This design comes from an exercise in tuning for small area and a short achievable clock period on the open sky130 flow, not from production work.
Where RTL was checked, it was by simulation tests only, not by an equivalence proof against the original.

==> inputs of build 42 <==
## top_CPU_Design
module top_CPU_Design(
    output logic [31:0] topPCOut,
    input logic clk,
    input logic rst,
    input logic [31:0] instr,
    output logic [31:0] dmem_addr,
    output logic [31:0] dmem_wdata,
    output logic dmem_we,
    output logic dmem_re,
    input logic [31:0] dmem_rdata
    );
    logic [5:0] op, funct;
    logic isR, isAddi, isLw, isSw, isBeq, isJ, regWrite;
    logic sub, selMul, selDiv, selAnd, selOr, selXor;
    logic [4:0] wAddr;
    logic [31:0] simm, regA, regB, opB, aluResult, sumOut, wData, divResult;
    logic [31:2] pc, pc4, brTarget, pcNext;
    assign op = instr[31:26];
    assign funct = instr[5:0];
    assign isR = (op == 6'b000000);
    assign isAddi = (op == 6'b001000);
    assign isLw = (op == 6'b100011);
    assign isSw = (op == 6'b101011);
    assign isBeq = (op == 6'b000100);
    assign isJ = (op == 6'b000010);
    assign regWrite = isR | isLw | isAddi;
    assign wAddr = isR ? instr[15:11] : instr[20:16];
    assign sub = isR & (funct == 6'b100010);
    assign selMul = isR & (funct == 6'b010010);
    assign selDiv = isR & (funct == 6'b011010);
    assign selAnd = isR & (funct == 6'b101000);
    assign selOr = isR & (funct == 6'b100101);
    assign selXor = isR & (funct == 6'b100110);
    assign simm = {{16{instr[15]}}, instr[15:0]};
    assign opB = (isAddi | isLw | isSw) ? simm : regB;
    register_files u2(.read_Data_One(regA), .read_Data_Two(regB), .write_Data(wData),
        .read_Reg_One_Addr(instr[25:21]), .read_Reg_Two_Addr(instr[20:16]),
        .write_Addr(wAddr), .write_Ena(regWrite), .write_Div(selDiv),
        .div_Result(divResult), .rst(rst), .clk(clk));
    arithmetic_logic_unit u14(.aluResult(aluResult), .sumOut(sumOut), .divResult(divResult),
        .clk(clk), .opA(regA), .opB(opB),
        .regB(regB), .sub(sub), .selMul(selMul), .selAnd(selAnd),
        .selOr(selOr), .selXor(selXor));
    assign wData = isLw ? dmem_rdata : aluResult;
    assign dmem_addr = sumOut;
    assign dmem_wdata = regB;
  ...
==> module rf_read, before the edit <==
module rf_read(
    output logic [31:0] rd,
    input logic [31:0] sel,
    input logic [1023:0] data
    );
    logic [31:0] t [0:10];
    logic [1055:0] dx;
    logic [32:0] sx;
    assign dx = {32'd0, data};
    assign sx = {1'b0, sel};
    for (genvar g = 0; g < 11; g++) begin : g_grp
        assign t[g] = ~((dx[96*g +: 32] & {32{sx[3*g]}}) | (dx[96*g+32 +: 32] & {32{sx[3*g+1]}})
                      | (dx[96*g+64 +: 32] & {32{sx[3*g+2]}}));
    end
    assign rd = ~(t[0] & t[1] & t[2] & t[3] & t[4] & t[5] & t[6] & t[7] & t[8] & t[9] & t[10]);
endmodule
Settings: LEC_CHECK=0, CAP_MARGIN=20, CORE_MARGIN=2, CORE_UTILIZATION=40, SETUP_SLACK_MARGIN=5, SLEW_MARGIN=20; clock period 360.0 ns.
standard.sh (not shown) runs the stock make flow with config.mk's settings and CLKGATE_MAP_FILE= SYNTH_SCRIPT=/design/flow/synth_recipe.tcl, a recipe that flattens the netlist after the stock synthesis.
==> flow/flow/run.sh <==
#!/bin/bash
# The standard layout (standard.sh) with these changes:
# - synthesis: flow/synth.tcl, the standard synthesis with the divider row
#   blocks and the multiplier mapped by ABC area scripts (see synth.tcl);
# - the ports are buffered by buf_2 cells instead of the default delay
#   buffers;
# - clock tree synthesis clusters up to 22 flip-flops per clkbuf_16 leaf
#   buffer, without dummy loads.
# ORFS writes each tool's log under orfs/logs; make's output is in
# standard.log.
set -euo pipefail
F=$(pwd)/flow
export SYNTH_KEEP_MODULES="div_stage1 div_stage2 multiplier rf_read"
export MY_ABC_MAP="div_stage1=$F/area_a.script div_stage2=$F/area_a.script multiplier=$F/area_a.script rf_read=$F/area_c.script"
export BUFFER_PORTS_ARGS="-buffer_cell sky130_fd_sc_hd__buf_2"
export CTS_ARGS="-sink_clustering_enable -repair_clock_nets -sink_clustering_size 22 -sink_clustering_max_diameter 70 -buf_list sky130_fd_sc_hd__clkbuf_16 -dont_use_dummy_load"
bash standard.sh SYNTH_SCRIPT=$F/synth.tcl finish > standard.log 2>&1
==> flow/flow/area_a.script <==
strash
dch
map -a
topo
stime -c
==> flow/flow/area_b.script <==
strash
&get -n
&st
&dch
&nf -a
&put
topo
stime -c
==> flow/flow/area_c.script <==
strash
dch
amap
topo
stime -c
==> flow/flow/synth.tcl <==
# The standard synthesis (synth_recipe.tcl: ORFS synth.tcl without the fsm
# and share passes, then flattened and renamed), with one change: the
# divider's two row blocks and the multiplier are kept as separate modules
# through technology mapping (SYNTH_KEEP_MODULES) and mapped by ABC with the
# area scripts named in MY_ABC_MAP; the rest of the design is mapped with
# ORFS's standard script as before. Flip-flops are mapped before ABC and are
# the same cells, with the same names, as in the standard synthesis.
proc synth {args} { yosys synth -nofsm -noshare {*}$args }
proc abc {args} {
  set i [lsearch -exact $args -script]
  set d [lsearch -exact $args -D]
  set base $args
  if {$d >= 0} { set base [lreplace $base $d [expr {$d+1}]] }
  foreach item $::env(MY_ABC_MAP) {
    lassign [split $item =] m scr
    yosys abc {*}[lreplace $base $i [expr {$i+1}] -script $scr] $m
  }
  yosys abc {*}$args $::env(DESIGN_NAME)
}
source $::env(SCRIPTS_DIR)/synth.tcl
# left out here: clear keep_hierarchy, flatten, clean up, hide names made inside functions, write 1_2_yosys.v
==> trial 60 (differences from build 42) <==
--- a/flow/design.v
+++ b/flow/design.v
@@ -4516,14 +4516,8 @@
     input logic [1023:0] data
     );
-    logic [31:0] t [0:10];
-    logic [1055:0] dx;
-    logic [32:0] sx;
-    assign dx = {32'd0, data};
-    assign sx = {1'b0, sel};
-    for (genvar g = 0; g < 11; g++) begin : g_grp
-        assign t[g] = ~((dx[96*g +: 32] & {32{sx[3*g]}}) | (dx[96*g+32 +: 32] & {32{sx[3*g+1]}})
-                      | (dx[96*g+64 +: 32] & {32{sx[3*g+2]}}));
+    always_comb begin
+        rd = 32'd0;
+        for (int k = 0; k < 32; k++) rd = rd | (data[32*k +: 32] & {32{sel[k]}});
     end
-    assign rd = ~(t[0] & t[1] & t[2] & t[3] & t[4] & t[5] & t[6] & t[7] & t[8] & t[9] & t[10]);
 endmodule
 `timescale 1ns / 1ps
--- a/flow/flow/run.sh
+++ b/flow/flow/run.sh
@@ -12,5 +12,5 @@
 F=$(pwd)/flow
 export SYNTH_KEEP_MODULES="div_stage1 div_stage2 multiplier rf_read"
-export MY_ABC_MAP="div_stage1=$F/area_a.script div_stage2=$F/area_a.script multiplier=$F/area_a.script rf_read=$F/area_c.script"
+export MY_ABC_MAP="div_stage1=$F/area_a.script div_stage2=$F/area_a.script multiplier=$F/area_a.script rf_read=$F/area_b.script"
 export BUFFER_PORTS_ARGS="-buffer_cell sky130_fd_sc_hd__buf_2"
 export CTS_ARGS="-sink_clustering_enable -repair_clock_nets -sink_clustering_size 22 -sink_clustering_max_diameter 70 -buf_list sky130_fd_sc_hd__clkbuf_16 -dont_use_dummy_load"
removed: flow/flow/area_c.script
==> flow_summary.yaml <==
run_status:
  status: "no timing/DRC/antenna violations"
power_and_ir_drop:
  p_int_uw: 329.1
die:
  coreArea_sq_um: 204400
timing:
  slew-limit-headroom_pct: 21.57
layout:
  final_layout_size_suffix_gt1_share_pct: 8.713
placement:
  dp_cells: 11350
  place_area_sq_um: 88280
route:
  route.met3.wl_um: 34640
worst_setup_path:
  critPathBufInv: 4
# the run above: trial 60

==> flow_summary.yaml <==
run_status:
  status: "no timing/DRC/antenna violations"
placement:
  place_area_sq_um: 87000
  dp_cells: 11060
  dp_hpwl_um: 212700
worst_setup_path:
  r2r_cells: 1006
  crit_path_end: "dmem_addr[24]"
  critPathBufInv: 3
route:
  route.met3.wl_um: 34520
  wl_met1_um: 118000
layout:
  final_area_sq_um: 89340
  final_layout_size_suffix_gt1_share_pct: 8.791
timing:
  fin_crit_sh_pct: 41.73
  slew-limit-headroom_pct: 17.75
  finalHoldViolCount: 0
die:
  die_height_um: 454.2
  coreArea_sq_um: 201900
power_and_ir_drop:
  combPwrFrac_pct: 59.1
# the run above: build 42

The RTL of build 42 was laid out without a check of its function.

[separate check: timing with driven ports]
Ports are ideal in the flow. The routed layouts listed here were re-timed in OpenROAD. Step 1: set_driving_cell puts a clkbuf_16 on clk and a buf_2 on each other input, an assumption about the parent block. Step 2 moves the port delays by t, midway between the first and last clock arrival at a register: inputs arrive t later, outputs are due t later. That takes back most of the time a late clock gives input paths. Three values: no drivers, after step 1, after step 2; two values: the first two.
| run | t (ns) | slack for setup (ns) | clock arrival spread, ns |
|---|---|---|---|
| build 42 | 0.790 | 209.782 / 209.750 / 209.750 | 0.146 / 0.145 |
| trial 60 | 0.774 | 210.126 / 210.104 / 210.104 | 0.140 / 0.139 |
After both steps setup and hold are still met in every run listed. The setup slack of build 42, which loses most, moves by -0.032 ns with the drivers and by -0.032 ns with both steps.
